Source: an optimization exercise on an open RTL-to-GDS flow (aim: small area, a short achievable clock period and few clock cycles). Production flows keep margins and buffers that such runs may drop.
Only simulation tests tie the RTL to the original design; equivalence was not proved.
Power figures rest on the tool's default switching activity, not on a simulated workload.

`config.mk`:
```
export PLATFORM = sky130hd
export DESIGN_NAME = coco_cpu
export DESIGN_NICKNAME = coco_cpu
export VERILOG_FILES = /design/flow/design.v
export SDC_FILE = /design/flow/constraint.sdc
export NUM_CORES = 4
export LEC_CHECK = 0
export ABC_CLOCK_PERIOD_IN_PS = 4000
export CAP_MARGIN = 20
export CORE_MARGIN = 2
export CORE_UTILIZATION = 50
export SLEW_MARGIN = 20
```
`constraint.sdc`:
```
create_clock -name core_clock -period 10.0 [get_ports {clk}]
set_input_delay 2.0000 -clock core_clock [delete_from_list [all_inputs] [get_ports {clk}]]
set_output_delay 2.0000 -clock core_clock [all_outputs]
set_load 0.01 [all_outputs]
```
`design.v`:
```
module coco_cpu(input clk, reset,
                output [31:0] address, writedata,
                input  [31:0] readdata,
                output WE,
                output [3:0] BE,
                output Req);
reg  [31:0] pc;           
reg  [31:0] ir;           
reg         iv;           
reg  [31:0] ra, rb;       
reg  [31:0] rbx;          
reg         mcyc;         
reg         mwe;          
reg  [3:0]  mbe;          
reg         mwr;          
reg  [2:0]  mtype;        
reg  [4:0]  mrt;
reg  [31:0] abus;         
reg  [31:0] sdr;
reg         e_wr;         
reg  [4:0]  e_wreg;
reg         e_imm, e_sub;
reg  [4:0]  e_sham;        
reg         e_shl, e_sra;
reg  [3:0]  e_rsel;
reg         e_mem, e_store, e_md, e_br, e_jr, e_eret, e_exc;
reg         e_mthi, e_mtlo, e_mtc0, e_link, e_mdw;
localparam R_ADD=4'd0, R_SLT=4'd1, R_SLTU=4'd2, R_AND=4'd3, R_OR=4'd4, R_XOR=4'd5,
           R_NOR=4'd6, R_SH=4'd7, R_LUI=4'd8, R_LINK=4'd9, R_HI=4'd10, R_LO=4'd11,
           R_CP0=4'd12;
wire [31:0] fi = readdata;
wire [5:0]  f_op = fi[31:26], f_fn = fi[5:0];
wire [4:0]  f_rs = fi[25:21], f_rt = fi[20:16], f_rd = fi[15:11];
wire f_R     = f_op == 6'b000000;
wire f_alur  = f_R & (f_fn[5:3] == 3'b100 | f_fn == 6'b101010 | f_fn == 6'b101011);
wire f_shift = f_R & (f_fn[5:3] == 3'b000) & (f_fn[1:0] != 2'b01);
wire f_jr    = f_R & f_fn == 6'b001000;
wire f_jalr  = f_R & f_fn == 6'b001001;
wire f_sys   = f_R & f_fn == 6'b001100;
wire f_brk   = f_R & f_fn == 6'b001101;
wire f_mfhi  = f_R & f_fn == 6'b010000;
wire f_mthi  = f_R & f_fn == 6'b010001;
wire f_mflo  = f_R & f_fn == 6'b010010;
wire f_mtlo  = f_R & f_fn == 6'b010011;
wire f_mdop  = f_R & f_fn[5:2] == 4'b0110;
wire f_alui  = f_op[5:3] == 3'b001;
wire f_load  = f_op == 6'b100000 | f_op == 6'b100001 | f_op == 6'b100011 |
               f_op == 6'b100100 | f_op == 6'b100101;
wire f_store = f_op == 6'b101000 | f_op == 6'b101001 | f_op == 6'b101011;
wire f_br    = f_op == 6'b000001 | f_op[5:2] == 4'b0001;
wire f_j     = f_op == 6'b000010;
wire f_jal   = f_op == 6'b000011;
wire f_cop0  = f_op == 6'b010000;
wire f_mfc0  = f_cop0 & f_rs == 5'b00000;
wire f_mtc0  = f_cop0 & f_rs == 5'b00100;
wire f_eret  = f_cop0 & f_rs == 5'b10000;
wire f_wrd   = f_alur | f_shift | f_mfhi | f_mflo;
wire f_wrt   = f_alui | f_mfc0;
wire f_w31   = f_jal | f_jalr;
wire [4:0] f_wreg = f_w31 ? 5'd31 : f_wrd ? f_rd : f_rt;
wire f_wr    = f_w31 | (f_wrd & f_rd != 5'd0) | (f_wrt & f_rt != 5'd0);
reg [3:0] f_rsel;
always @(*) begin
  f_rsel = R_ADD;
  if (f_alur)
    case (f_fn)
      6'b100100: f_rsel = R_AND;
      6'b100101: f_rsel = R_OR;
      6'b100110: f_rsel = R_XOR;
      6'b100111: f_rsel = R_NOR;
      6'b101010: f_rsel = R_SLT;
      6'b101011: f_rsel = R_SLTU;
      default:   f_rsel = R_ADD;
    endcase
  else if (f_alui)
    case (f_op[2:0])
      3'b010: f_rsel = R_SLT;
      3'b011: f_rsel = R_SLTU;
      3'b100: f_rsel = R_AND;
      3'b101: f_rsel = R_OR;
      3'b110: f_rsel = R_XOR;
      3'b111: f_rsel = R_LUI;
      default: f_rsel = R_ADD;
    endcase
  else if (f_shift) f_rsel = R_SH;
  else if (f_w31)   f_rsel = R_LINK;
  else if (f_mfhi)  f_rsel = R_HI;
  else if (f_mflo)  f_rsel = R_LO;
  else if (f_mfc0)  f_rsel = R_CP0;
end
wire f_imm  = f_alui | f_load | f_store;
wire [31:0] f_immx = {{16{fi[15] & ~(f_alui & f_op[2])}}, fi[15:0]};
wire f_sub = (f_alur & (f_fn == 6'b100010 | f_fn == 6'b100011 | f_fn == 6'b101010 | f_fn == 6'b101011)) |
             (f_alui & f_op[2:1] == 2'b01);
wire        rf_we;
wire [4:0]  rf_wa;
wire [31:0] rf_wd;
wire [31:0] rf_q [0:31];
assign rf_q[0] = 32'd0;
wire [31:0] rf_wd0 = rf_wd & {32{~reset}};
genvar gi;
generate
  for (gi = 1; gi < 32; gi = gi + 1) begin : regs
    reg [31:0] r;
    always @(posedge clk)
      if (reset | (rf_we & rf_wa == gi)) r <= rf_wd0;
    assign rf_q[gi] = r;
  end
endgenerate
wire [5:0]  e_op = ir[31:26];
wire [4:0]  e_rs = ir[25:21], e_rt = ir[20:16];
wire [32:0] sum  = {1'b0, ra} + {1'b0, rbx} + {32'd0, e_sub};
wire        lt_u = ~sum[32];
wire        lt_s = (ra[31] ^ rbx[31] ^ e_sub) ? ra[31] : sum[31];
wire [4:0]  shamt = e_sham;
wire        shl = e_shl;
wire [31:0] shin;
genvar gj;
generate for (gj = 0; gj < 32; gj = gj + 1) begin : rev1
  assign shin[gj] = shl ? rb[31-gj] : rb[gj];
end endgenerate
wire        shfill = e_sra & rb[31];
wire [63:0] shx = {{32{shfill}}, shin} >> shamt;
wire [31:0] shr = shx[31:0];
wire [31:0] shout;
generate for (gj = 0; gj < 32; gj = gj + 1) begin : rev2
  assign shout[gj] = shl ? shr[31-gj] : shr[gj];
end endgenerate
reg  [31:0] hi, lo, mbx;
reg  [2:0]  mdph;
reg  [5:0]  mdcnt;
reg         md_div, md_s, md_a31, md_b31;
reg         m_st, m_inv;        
reg         m_xn, m_yl, m_cin;  
reg         pend_v, pend_hi;     
reg  [31:0] pend_d;
wire        md_busy = mdph != 3'd0;
reg  [5:0]  sr_h;        
reg  [1:0]  sr_l;        
reg  [5:0]  ca_h;        
reg  [4:0]  ca_x;        
reg  [31:0] epc, prid;
wire [4:0]  cp0i = ir[15:11];
wire [31:0] cp0out = cp0i == 5'd12 ? {16'h0, sr_h, 8'h0, sr_l} :
                     cp0i == 5'd13 ? {16'h0, ca_h, 3'b000, ca_x, 2'b00} :
                     cp0i == 5'd14 ? epc :
                     cp0i == 5'd15 ? prid : 32'h11111111;
reg [31:0] eres;
always @(*)
  case (e_rsel)
    R_ADD:  eres = sum[31:0];
    R_SLT:  eres = {31'd0, lt_s};
    R_SLTU: eres = {31'd0, lt_u};
    R_AND:  eres = ra & rbx;      
    R_OR:   eres = ra | rbx;
    R_XOR:  eres = ra ^ rbx;
    R_NOR:  eres = ~(ra | rbx);
    R_SH:   eres = shout;
    R_LUI:  eres = {ir[15:0], 16'h0};
    R_LINK: eres = rb;
    R_HI:   eres = hi;
    R_LO:   eres = lo;
    default: eres = cp0out;
  endcase
wire a_eq_b = ra == rb;
wire a_zero = ra == 32'd0;
reg  br_t;
always @(*)
  case (e_op[2:0])
    3'b100: br_t = a_eq_b;                        
    3'b101: br_t = ~a_eq_b;                       
    3'b110: br_t = ra[31] | a_zero;               
    3'b111: br_t = ~ra[31] & ~a_zero;             
    default: br_t = (e_rt == 5'd0) ? ra[31] : (e_rt == 5'd1) ? ~ra[31] : 1'b0;  
  endcase
wire        stall  = iv & ((e_mdw & ~e_mthi & ~e_mtlo & (md_busy | pend_v)) |
                           ((e_mthi | e_mtlo) & pend_v));
wire        go     = ~mcyc & ~stall;          
wire        ex     = go & iv;                 
wire        nottk  = e_br & ~br_t;               
wire        redir  = ex & (nottk | e_jr | e_eret);
wire        f_eretf = f_eret & ~(iv & (e_mtc0 | e_exc));
wire [31:0] pc4    = {pc[31:2] + 30'd1, pc[1:0]};
wire        fjump  = f_j | f_jal;                
wire [31:0] fbtgt  = pc4 + {{14{fi[15]}}, fi[15:0], 2'b00};    
wire [31:0] tgt    = e_eret ? epc :
                     e_jr   ? ra : rbx;         
wire [7:0]  ldb = abus[1] ? (abus[0] ? readdata[31:24] : readdata[23:16])
                          : (abus[0] ? readdata[15:8]  : readdata[7:0]);
wire [15:0] ldh = abus[1] ? readdata[31:16] : readdata[15:0];
wire [31:0] ldext = mtype[1] ? {{24{ldb[7] & ~mtype[0]}}, ldb} :
                    mtype[2] ? {{16{ldh[15] & ~mtype[0]}}, ldh} : readdata;
wire        mldw = mcyc & mwr;
assign rf_we = mldw | (ex & e_wr);
assign rf_wa = mcyc ? mrt : e_wreg;
assign rf_wd = mcyc ? ldext : eres;
wire        fwa = ex & e_wr & (e_wreg == f_rs);
wire        fwb = ex & e_wr & (e_wreg == f_rt);
wire [31:0] rda = fwa ? eres : rf_q[f_rs];
wire [31:0] rdb = fwb ? eres : rf_q[f_rt];
wire        f_pcx = f_br | f_sys | f_brk;    
wire        s_jmp  = ~redir & fjump;
wire        s_br   = ~redir & f_br;
wire        s_exc  = ~redir & (f_sys | f_brk);
wire        s_ert  = ~redir & f_eretf;
wire        s_seq  = ~redir & ~fjump & ~f_br & ~f_sys & ~f_brk & ~f_eretf;
wire [31:0] pcn_e  = ({32{redir}} & tgt) | ({32{s_jmp}} & {pc4[31:28], fi[25:0], 2'b00}) |
                     ({32{s_exc}} & 32'hBFC00380) | ({32{s_ert}} & epc) | ({32{s_seq}} & pc4);
wire [31:0] pcn    = pcn_e | ({32{s_br}} & fbtgt);
wire        a_m    = ex & e_mem;           
wire        a_go   = go & ~a_m;
wire [31:0] abusn  = ({32{a_m}} & sum[31:0]) | ({32{~go}} & pc) | ({32{a_go}} & pcn_e) |
                     ({32{a_go & s_br}} & fbtgt);
always @(posedge clk) begin
  if (reset) begin
    pc   <= 32'hBFC00000;
    abus <= 32'hBFC00000;
    iv   <= 1'b0;
    mcyc <= 1'b0;
    mwe  <= 1'b0;
  end else begin
    if (go) begin
      pc <= pcn;
      iv <= ~redir;
    end
    abus <= abusn;
    mcyc <= ex & e_mem;
    mwe  <= ex & e_mem & e_store;
  end
end
always @(posedge clk) begin
  if (go) begin
    ir      <= readdata;
    ra      <= rda;
    rb      <= f_w31 ? pc4 : rdb;      
    e_wr    <= f_wr;
    e_wreg  <= f_wreg;
    e_imm   <= f_imm;
    e_sham  <= fi[2] ? rda[4:0] : fi[10:6];
    e_shl   <= fi[1:0] == 2'b00;
    e_sra   <= fi[1:0] == 2'b11;
    rbx     <= ({32{f_pcx}} & pc4) | ({32{f_imm}} & (f_immx ^ {32{f_sub}})) |
               ({32{~f_pcx & ~f_imm}} & (rdb ^ {32{f_sub}}));
    e_sub   <= f_sub;
    e_rsel  <= f_rsel;
    e_mem   <= f_load | f_store;
    e_store <= f_store;
    e_md    <= f_mdop | f_mfhi | f_mflo | f_mthi | f_mtlo;
    e_mdw   <= f_mfhi | f_mflo | f_mthi | f_mtlo;
    e_br    <= f_br;
    e_jr    <= f_jr | f_jalr;
    e_eret  <= f_eret & ~f_eretf;
    e_exc   <= f_sys | f_brk;
    e_mthi  <= f_mthi;
    e_mtlo  <= f_mtlo;
    e_mtc0  <= f_mtc0;
    e_link  <= f_w31;
  end else if (mcyc & mwr) begin
    if (ir[25:21] == mrt) ra <= ldext;
    if (ir[25:21] == mrt & ir[2]) e_sham <= ldext[4:0];
    if (ir[20:16] == mrt & ~e_link) rb <= ldext;
    if (ir[20:16] == mrt & ~e_link & ~e_imm & ~e_br & ~e_exc) rbx <= ldext ^ {32{e_sub}};
  end
  begin    
    mbe   <= e_op[1:0] == 2'b00 ? (4'b0001 << sum[1:0]) :
             e_op[1:0] == 2'b01 ? (sum[1] ? 4'b1100 : 4'b0011) : 4'b1111;
    mwr   <= ~e_store & (e_rt != 5'd0);
    mrt   <= e_rt;
    mtype <= {e_op[1:0] == 2'b01, e_op[1:0] == 2'b00, e_op[2]};
    sdr   <= e_op[1:0] == 2'b00 ? {4{rb[7:0]}} :
             e_op[1:0] == 2'b01 ? {2{rb[15:0]}} : rb;
  end
end
assign address   = abus;
assign writedata = sdr;
assign WE        = mwe;
assign BE        = mbe;
assign Req       = 1'b1;
always @(posedge clk) begin
  if (reset) begin
    sr_h <= 6'h3f; sr_l <= 2'b11; ca_h <= 6'd0; ca_x <= 5'd0;
    epc <= 32'd0; prid <= 32'd0;
  end else if (ex & e_mtc0) begin
    case (cp0i)
      5'd12: begin sr_h <= rb[15:10]; sr_l <= rb[1:0]; end
      5'd13: begin ca_h <= rb[15:10]; ca_x <= rb[6:2]; end
      5'd14: epc <= rb;
      5'd15: prid <= rb;
      default: ;
    endcase
  end else if (ex & e_exc) begin
    ca_x    <= ir[0] ? 5'd9 : 5'd8;
    ca_h[4:0] <= 5'd0;
    sr_l    <= 2'b10;
    epc     <= rbx;      
  end
end
localparam P_IDLE=3'd0, P_NEGA=3'd1, P_STEP=3'd2, P_MNL=3'd3, P_MNH=3'd4,
           P_DSH=3'd5, P_DNH=3'd6, P_DNL=3'd7;
wire        md_fix  = md_s & (md_a31 ^ md_b31);
wire [31:0] mx      = ({32{m_st}} & hi) | ({32{m_xn}} & ~hi);
wire [31:0] myx     = ({32{m_st}} & mbx) | ({32{m_yl}} & ~lo);
wire [32:0] msum    = {1'b0, mx} + {1'b0, myx} + {32'd0, m_cin};
wire        i_inv   = ir[1] ^ (~ir[0] & rb[31]);
wire [31:0] mhsel   = lo[0] ? msum[31:0] : hi;
wire        mlast   = md_div ? (mdcnt == 6'd32) : (mdcnt == 6'd31);
wire        e_mdgo  = ex & e_md;
wire        md_iss  = e_mdgo & ir[3];                   
wire        md_mv   = e_mdgo & (e_mthi | e_mtlo);       
wire        md_app  = pend_v & ~md_busy;                
reg  [2:0]  nph;
always @(*) begin
  nph = mdph;
  if (md_iss) nph = (~ir[0] & ra[31]) ? P_NEGA : P_STEP;
  else if (~md_mv & ~md_app)
    case (mdph)
      P_NEGA: nph = P_STEP;
      P_STEP: if (mlast) nph = md_div ? P_DSH : (md_fix ? P_MNL : P_IDLE);
      P_MNL:  nph = P_MNH;
      P_DSH:  nph = md_fix ? (md_a31 ? P_DNH : P_DNL) : P_IDLE;
      P_DNH:  nph = P_DNL;
      default: nph = P_IDLE;       
    endcase
end
always @(posedge clk) begin
  if (reset) begin
    mdph <= P_IDLE; m_st <= 1'b0; m_xn <= 1'b0; m_yl <= 1'b0; m_cin <= 1'b1;
  end else begin
    mdph  <= nph;
    m_st  <= nph == P_STEP;
    m_xn  <= nph == P_MNH || nph == P_DNH;
    m_yl  <= nph == P_NEGA || nph == P_MNL || nph == P_DNL;
    m_cin <= nph == P_STEP ? (md_iss ? i_inv : m_inv) :
             nph == P_MNH  ? msum[32] : 1'b1;
  end
end
wire        c_run   = ~md_mv & ~md_iss & ~md_app;
wire        c_step  = c_run & (mdph == P_STEP);
wire        h_ra    = md_mv & ~md_busy & e_mthi;
wire        l_ra    = (md_mv & ~md_busy & ~e_mthi) | md_iss;
wire        h_pd    = md_app & ~md_mv & ~md_iss & pend_hi;
wire        l_pd    = md_app & ~md_mv & ~md_iss & ~pend_hi;
wire        h_sum   = c_run & (mdph == P_MNH || mdph == P_DNH);
wire        l_sum   = c_run & (mdph == P_NEGA || mdph == P_MNL || mdph == P_DNL);
wire        h_sh    = c_run & (mdph == P_DSH);
wire        h_dv    = c_step & md_div;
wire        h_ml    = c_step & ~md_div;
wire        h_hold  = ~(h_ra | h_pd | h_sum | h_sh | c_step | md_iss);
wire        l_hold  = ~(l_ra | l_pd | l_sum | c_step);
wire [31:0] div_hi  = msum[31] ? {hi[30:0], lo[31]} : {msum[30:0], lo[31]};
wire [31:0] hin     = ({32{h_ra}} & ra) | ({32{h_pd}} & pend_d) | ({32{h_sh}} & {1'b0, hi[31:1]}) |
                      ({32{h_hold}} & hi) | ({32{h_sum}} & msum[31:0]) |
                      ({32{h_ml}} & {1'b0, mhsel[31:1]}) | ({32{h_dv}} & div_hi);
wire [31:0] lin     = ({32{l_ra}} & ra) | ({32{l_pd}} & pend_d) | ({32{l_hold}} & lo) |
                      ({32{l_sum}} & msum[31:0]) |
                      ({32{h_ml}} & {mhsel[0], lo[31:1]}) | ({32{h_dv}} & {lo[30:0], ~msum[31]});
always @(posedge clk) begin
  if (reset) begin
    hi <= 32'd0; lo <= 32'd0; pend_v <= 1'b0;
  end else begin
    hi <= hin;
    lo <= lin;
    if (md_mv & md_busy) begin
      pend_v  <= 1'b1;
      pend_hi <= e_mthi;
      pend_d  <= ra;
    end else if (md_iss | md_app) pend_v <= 1'b0;
  end
end
always @(posedge clk) begin
  if (md_iss) begin
    mbx    <= rb ^ {32{i_inv}};
    m_inv  <= i_inv;
    md_b31 <= rb[31];
    md_div <= ir[1];
    md_s   <= ~ir[0];
    md_a31 <= ra[31];
    mdcnt  <= 6'd0;
  end else if (c_step)
    mdcnt <= mdcnt + 6'd1;
end
endmodule
```
`flow/run.sh`:
```
#!/bin/bash
set -euo pipefail
bash standard.sh SETUP_SLACK_MARGIN=6 "BUFFER_PORTS_ARGS=-buffer_cell sky130_fd_sc_hd__buf_4" finish > make_finish.log 2>&1
```
`standard.sh`:
```
#!/bin/bash
# synth_recipe.tcl (not shown) runs the flow's synth.tcl, then flattens the netlist and writes it again
# the make line also repeats each setting of config.mk as NAME=value (left out here)
make -C /OpenROAD-flow-scripts/flow DESIGN_CONFIG=/design/flow/config.mk WORK_HOME=/design/flow/orfs CLKGATE_MAP_FILE= SYNTH_SCRIPT=/design/flow/synth_recipe.tcl "${@:-finish}"
```
==> flow_summary.yaml, run 1 <==
timing:
  fin_crit_sh_pct: 42.8
  setup_ws_ns: 5.72
  finalClockSkew_ns: 0.0382
  hold_violations: 0
  slew_violations: 0
  clock.fmax_mhz: 233
  finalSetupViolCount: 0
  slew_headroom_pct: 13.5
  rsz0062_at_grt: "true"
  setup_tns_ns: 0
  worst_pin_slew_ns: 1.29
  fin_crit_ns: 4.28
critical_path:
  rr_worst_depth: 12
  endpoint_kind: "register"
  arrival_ns: 4.81
  path_max_fanout: 11
  critPathLaunchType: "primary input"
  reg2reg_from: "e_rsel[3]$_SDFFCE_PP0N_"
  required_ns: 10.53
  reg2reg_to: "rbx[20]$_DFFE_PP_"
  rrSetupSlack_ns: 5.75
  cp-endpoint: "e_sham[0]$_DFFE_PP_"
  startpoint: "readdata[22]"
  criticalPathCategory: "in -> reg"
global_route:
  antenna_found_initial: 43
  grt_pass1_wl_mm: 626
  grt_pass1_vias: 74300
  gr-total-overflow: 0
  grt_start_max_net_pins: 105
  grt_usage_pct: 54.6
place:
  dpl.cell_count: 9525
  io_buffers: 102
  dp_slack_ns: 4.09
  dp_hpwl_mm: 276
  gp_congestion: 1.07
final_layout:
  nNetsFinal: 8133
  utilization_pct: 62.2
  drive_above_1_share_pct: 23.7
  final_cells: 10300
  fillers: 13100
  areaGrowthSynthToFinish_pct: 24.0
clocking:
  tritoncts: "yes"
  cts.sinks: 1491
  path_clk_slew_ns: 0.06
  root_buffer: "clkbuf_16"
  clk_path_buf_depth: 3
  hold_buffers: 0
  clkLatencyLatePin_ns: 0.88
  htreeDepth: 4
  cts_inserted_buffers: 164
route:
  ant_nets: 0
  avgRoutedWirePerCell_um: 46.2
  via_count: 82900
  via_per_inst: 8.04
  totalWireLength_mm: 477
  drt_iter0_drc: 19600
  drc: 0
  drt_first_pass_iters: 17
synthesis:
  synth_cell_types: 106
  synthesis.area_mm2: 0.0814
  synth_common_cells: "edfxtp_1 (1217), a22oi_1 (932), nand2_1 (871), clkbuf_1 (524), nor2_1 (445)"
  synth_nets: 7763
  synth_top_area_cell: "edfxtp_1"
  ys_ff_latch: 1491
  async_reset_ff_share_pct: 0
  synthTopCellsByArea: "edfxtp_1 (45%), a22oi_1 (8.6%), dfxtp_1 (6.7%)"
  synth_area_per_cell_um2: 10.7
  synth_flop_cell: "edfxtp_1"
  synth_edf_count: 1217
  synthCells: 7598
  yosysSeqAreaShare_pct: 51.6
  yosys_warnings: 1
  yosysMostFrequentCell: "edfxtp_1"
  synth_top_area_share_pct: 44.9
job:
  cap_violations: 0
power_and_ir_drop:
  p_per_area_mw_per_mm2: 247
  ir_drop_mv: 0.263
  total_power_mw: 24.9
  p_leak_nw: 36.6
worst_hold_path:
  hold_path_depth: 0
  min_path_type: "reg -> reg"
die:
  die_w_um: 408
  fp.dieH_um: 408
  ioPinCount: 104
  rows: 148
  coreArea_mm2: 0.162
  dieArea_mm2: 0.166
  initial_core_util_pct: 50.2
status:
  outcome: "finished clean"
what timing repair did:
| item | in CTS | in global routing |
|---|---|---|
| resized for setup | 558 | 360 |
| pin swaps | 164 | 117 |
| setup endpoints to repair | 2261 | 2034 |
| gates cloned | 38 | 15 |
| endpoints found under the hold margin | 0 | 0 |
| setup buffers | 275 | 122 |
kinds of logic after synthesis:
logic type,count (synthesis),synth area share (%)
compound gates,2529,22.3
xor+xnor,271,2.92
fa+ha+maj,131,2.06
buf+inv,775,3.78
flops,1491,51.6
mux,382,6.05
other cells,1,0.00461
simple gates,2018,11.2
flip-flops by register name, summed over array words and instances, names as in the netlist, 6 cells and up:
name and count:
abus 32, ca_h 6, epc 32, hi 32, ir 29, lo 32
mbx 32, mdcnt 6, pc 32, pend_d 32, prid 32, ra 32
rb 32, rbx 32, regs.r 992, sdr 32, sr_h 6
stage by stage:
| step | instance area, um^2 | hold WS [ns] |
|---|---|---|
| 6_report | 101000 | 0.410 |
| 5_1_grt | 101000 | 0.422 |
| 4_1_cts | 97700 | 0.405 |
| 3_5_place_dp | 86000 | 0.401 |
| 3_3_place_gp | 86000 | 0.392 |
| 2_1_floorplan | 82300 | 0.346 |
placed cells by master, fill, tap and decap left out, types with 47 or more instances in the layout:
cell type	netlist	layout
a222oi_1	146	146
o21ai_1	9	51
a21oi_2	1	48
o21ai_0	305	247
mux2_2	110	109
ha_1	126	83
buf_12	2	108
nor2_4	0	107
clkbuf_16	0	183
a21o_1	58	50
nor3_1	134	115
nand3_1	142	137
buf_4	11	554
a22o_1	54	53
buf_6	5	89
dfxtp_1	274	256
a22oi_1	932	909
mux2i_1	197	176
xnor2_1	158	137
o211ai_1	47	47
o22ai_1	72	66
mux4_2	63	63
inv_1	136	130
nor2_1	445	336
nand2_1	871	846
a21oi_1	323	263
nand4_1	130	130
xor2_1	113	95
edfxtp_1	1217	1217
a31oi_1	70	61
a221oi_1	109	90
worst min-delay path by stage:
stage / slack [ns] / start / endpoint
after floorplan: 0.35 / rb[1]$_DFFE_PP_ / sdr[1]$_DFF_P_
after CTS: 0.40 / ir[20]$_DFFE_PN_ / mrt[4]$_DFF_P_
final: 0.41 / ir[20]$_DFFE_PN_ / mrt[4]$_DFF_P_
after global routing: 0.42 / ir[20]$_DFFE_PN_ / mrt[4]$_DFF_P_
after detailed placement: 0.40 / ir[20]$_DFFE_PN_ / mrt[4]$_DFF_P_
after global placement: 0.39 / ir[20]$_DFFE_PN_ / mrt[4]$_DFF_P_
report_power, final:
part | internal [mW] | switching (mW)
clock network | 3.92 | 2.80
logic | 2.79 | 5.82
registers | 8.65 | 0.967
metal layers:
layer	GRT usage [%]	vias up	routed length [um]
met5	2.33	-	719
li1	-	30800	-
met3	24.7	3251	79500
met2	76.1	9492	188000
met4	49.5	44	59800
met1	62.4	39400	149000
critical path: stages:
cell,delay (ns)
buf_4,0.18
or2_4,0.37
nor2_4,0.32
buf_6,0.30
a22oi_1,0.11
nand4_1,0.11
nor3_2,0.06
nand2_2,0.20
a22o_1,0.19
nand2_1,0.08
o211ai_1,0.82
final cells by class:
| type | count | area, um^2 | area share (%) |
|---|---|---|---|
| Antenna cell | 44 | 110 | 0.109 |
| Inverter | 142 | 572 | 0.566 |
| Timing Repair Buffer | 809 | 8600 | 8.52 |
| Clock buffer | 195 | 4430 | 4.39 |
| Tap cell | 2175 | 2720 | 2.70 |
| Multi-Input combinational cell | 5359 | 41000 | 40.6 |
| Clock inverter | 103 | 1440 | 1.42 |
| Timing Repair inverter | 1 | 8.76 | 0.00868 |
| Sequential cell | 1491 | 42100 | 41.7 |
Testbench counts, summed over its fixed seeds: cycles 36,222.
==> inputs of run 2 (changes only) <==
==> run.sh (new file) <==
#!/bin/bash
# synth_recipe.tcl (not shown) runs the flow's synth.tcl, then flattens the netlist and writes it again
# the make line also repeats each setting of config.mk as NAME=value (left out here)
make -C /OpenROAD-flow-scripts/flow DESIGN_CONFIG=/design/flow/config.mk WORK_HOME=/design/flow/orfs CLKGATE_MAP_FILE= SYNTH_SCRIPT=/design/flow/synth_recipe.tcl finish
--- a/config.mk
+++ b/config.mk
@@ -9,4 +9,5 @@
 export CAP_MARGIN = 20
 export CORE_MARGIN = 2
 export CORE_UTILIZATION = 50
+export SETUP_SLACK_MARGIN = 5
 export SLEW_MARGIN = 20
removed: flow/run.sh
removed: standard.sh
==> run 2 against run 1 <==
  * Routed wire length is 3.6% lower
  * Final cell count down 3.0%
  * Worst hold slack worse by 0.0020 ns
  * Sequential power up 2.9%
  * Final area down 7.5%
  * Utilization shrank 4.6 points
  * Maximum frequency decreased by 18%
  * Flip-flop and latch count unchanged
==> flow_summary.yaml, run 2 <==
die:
  ioPinCount: 104
  initial_core_util_pct: 50.2
  rows: 148
  dieArea_mm2: 0.166
  coreArea_mm2: 0.162
  fp.dieH_um: 408
  die_w_um: 408
power_and_ir_drop:
  p_comb_share_pct: 31.0
  total_power_mw: 23.1
  ir_drop_mv: 0.212
  p_int_mw: 14.0
  swShare_pct: 39.5
  pwr-share-seq_pct: 42.8
  switchingPower_mw: 9.11
  p_per_area_mw_per_mm2: 247
  p_leak_nw: 33.7
  power_frac_clock_pct: 26.2
timing:
  setup_tns_ns: 0
  finalClockSkew_ns: 0.0623
  clock.fmax_mhz: 192
  setup_ws_ns: 4.80
  slew_headroom_pct: 13.7
  holdWs_ns: 0.408
  finalSetupViolCount: 0
  hold_violations: 0
  slew_violations: 0
  fin_crit_ns: 5.20
  worst_pin_slew_ns: 1.29
  fin_crit_sh_pct: 52.0
  rsz0062_at_grt: "true"
route:
  avgRoutedWirePerCell_um: 46.0
  totalWireLength_mm: 460
  drt_first_pass_iters: 15
  ant_nets: 0
  via_count: 80100
  drt_iter0_drc: 19800
  drc: 0
  via_per_inst: 8.00
critical_path:
  path_max_fanout: 31
  critPathLaunchType: "register"
  cp_slowest_cell: "o22ai_1"
  endpoint_kind: "register"
  criticalPathCategory: "reg -> reg"
  arrival_ns: 5.84
  slowest_delay_ns: 0.80
  required_ns: 10.64
  cp_cell_sequence: "buf_4 -> inv_1 -> ha_1 -> inv_1 -> o31ai_1 -> a31o_2 -> xor2_1 -> a21oi_1 -> o22ai_1 -> nor2_1 -> a211oi_4 -> buf_4"
  path_delay_family: "compound AO/OA/AOI/OAI gates"
  worst-path-buf-inv: 4
final_layout:
  layout_commonest_cell: "edfxtp_1"
  areaGrowthSynthToFinish_pct: 14.7
  largest_register_ffs: 992
  design_area_mm2: 0.0934
  final_cells: 10000
  final_cell_mix: "edfxtp_1 (1217), a22oi_1 (927), nand2_1 (868), buf_4 (398), nor2_1 (362)"
  utilization_pct: 57.6
  multi_input_area_mm2: 0.0382
  max_flop_register: "regs.r"
  nNetsFinal: 7840
  fillers: 13700
  drive_above_1_share_pct: 14.9
  seqCellArea_mm2: 0.0420
place:
  dp_slack_ns: 3.54
  post_dp_cell_area_mm2: 0.0864
  dp_hpwl_mm: 296
  dpl.cell_count: 9588
  io_buffers: 102
  gp_congestion: 1.08
global_route:
  grt_usage_pct: 53.5
  antenna_found_initial: 44
  grt_start_max_net_pins: 150
  gr-total-overflow: 0
  grt_pass1_vias: 73500
  grt_pass1_wl_mm: 615
synthesis:
  synth_nets: 7763
  synth_top_area_share_pct: 44.9
  synthTopCellsByArea: "edfxtp_1 (45%), a22oi_1 (8.6%), dfxtp_1 (6.7%)"
  synth_common_cells: "edfxtp_1 (1217), a22oi_1 (932), nand2_1 (871), clkbuf_1 (524), nor2_1 (445)"
  synth_edf_count: 1217
  synthCells: 7598
  synth_flop_cell: "edfxtp_1"
  ys_ff_latch: 1491
  yosysSeqAreaShare_pct: 51.6
  yosysMostFrequentCell: "edfxtp_1"
  synthesis.area_mm2: 0.0814
  yosys_warnings: 1
  synth_cell_types: 106
  synth_top_area_cell: "edfxtp_1"
  synth_area_per_cell_um2: 10.7
  async_reset_ff_share_pct: 0
clocking:
  path_clk_slew_ns: 0.06
  clkLatencyLatePin_ns: 0.88
  tritoncts: "yes"
  root_buffer: "clkbuf_16"
  cts.sinks: 1491
  cts_inserted_buffers: 158
  htreeDepth: 4
  clk_path_buf_depth: 3
status:
  outcome: "finished clean"
worst_hold_path:
  min_path_type: "reg -> reg"
job:
  cap_violations: 0
-- run 2: cell count changes in the layout (fill, tap and decap cells not counted), moves of 46 or more --
cell,previous run,this run
buf_4,554,398
o21ai_0,247,293
buf_6,89,22
a21oi_1,263,313
clkdlybuf4s50_1,0,95
buf_12,108,14
-- run 2: what timing repair did --
item,4_1_cts,5_1_grt
pin swaps,29,24
setup endpoints to repair,958,771
gates cloned,9,1
setup buffers,47,45
hold buffers,0,0
endpoints found under the hold margin,0,0
resized for setup,96,85
-- run 2: cell type report --
cell class | instances | area share [%]
clock buffers | 204 | 4.55
diodes | 29 | 0.0777
flip-flops and latches | 1491 | 45.0
inverters | 142 | 0.584
multi-input cells | 5342 | 40.9
well taps | 2175 | 2.91
clock inverters | 83 | 1.03
repair buffers | 540 | 4.91
-- run 2: worst paths after layout --
path / slack [ns] / endpoint / start / cells past startpoint
max reg2reg: 4.80 / regs[23].r[9]$_DFFE_PP_ / ra[4]$_DFFE_PP_ / 12
min: 0.41 / mrt[2]$_DFF_P_ / ir[18]$_DFFE_PN_ / 0
max: 4.80 / regs[23].r[9]$_DFFE_PP_ / ra[4]$_DFFE_PP_ / 12
min reg2reg: 0.41 / mrt[2]$_DFF_P_ / ir[18]$_DFFE_PN_ / 0
-- run 2: kinds of logic (layout without fill, tap and decap cells) --
family                     count (synthesis)  in the layout  share of synthesized area (%)
AOI/OAI and AO/OA                       2529           2534                           22.3
DFF                                     1491           1491                           51.6
muxes                                    382            382                           6.05
buffers and inverters                    775            969                           3.78
and+or+nand+nor                         2018           2023                           11.2
other                                      1             30                        0.00461
xor gates and xnor gates                 271            271                           2.92
adders and majority gates                131            131                           2.06
-- run 2: per-layer routing --
metal	GRT usage, %	vias to the layer above	routed length (um)	part of all wire, %
met5	2.44	-	1140	0.25
met4	50.2	56	58400	13
met3	23.3	3204	74600	16
met2	75.1	9076	184000	40
met1	60.4	37700	142000	31
li1	-	30000	-	-
-- run 2: power groups by stage --
stage,combinational (mW),clock [mW],sequential (mW)
after floorplan,3.07,0,9.34
after global placement,6.12,0,9.91
after detailed placement,6.15,0,9.87
after CTS,6.40,5.99,9.75
after global routing,7.07,6.25,9.88
final,7.15,6.04,9.89

[what the ideal ports hide]
How much do the figures lean on ideal ports? The routed layouts below were timed once more, with nothing changed but the port constraints. Step 1 assumes that a clkbuf_16 drives the clock port and a buf_2 every other input. Step 2 adds t to the input delays and takes it off the output delays; t is the mean of the earliest and latest rising clock arrival at the registers after step 1. Input paths then give back, and output paths get back, about the clock's delay inside the block. Three values: ideal, step 1, step 2; two values: the first two.
run	shift t [ns]	slack for setup (ns)	worst setup path at the end	latest minus earliest clock arrival (ns)
run 1	0.952	5.717 / 5.750 / 4.836	input to register	0.040 / 0.041
run 2	0.935	4.800 / 4.800 / 3.928	input to register	0.062 / 0.062
After both steps every run listed still meets setup and hold. The setup slack of run 1, which loses most, moves by +0.033 ns with the drivers and by -0.881 ns with both steps.
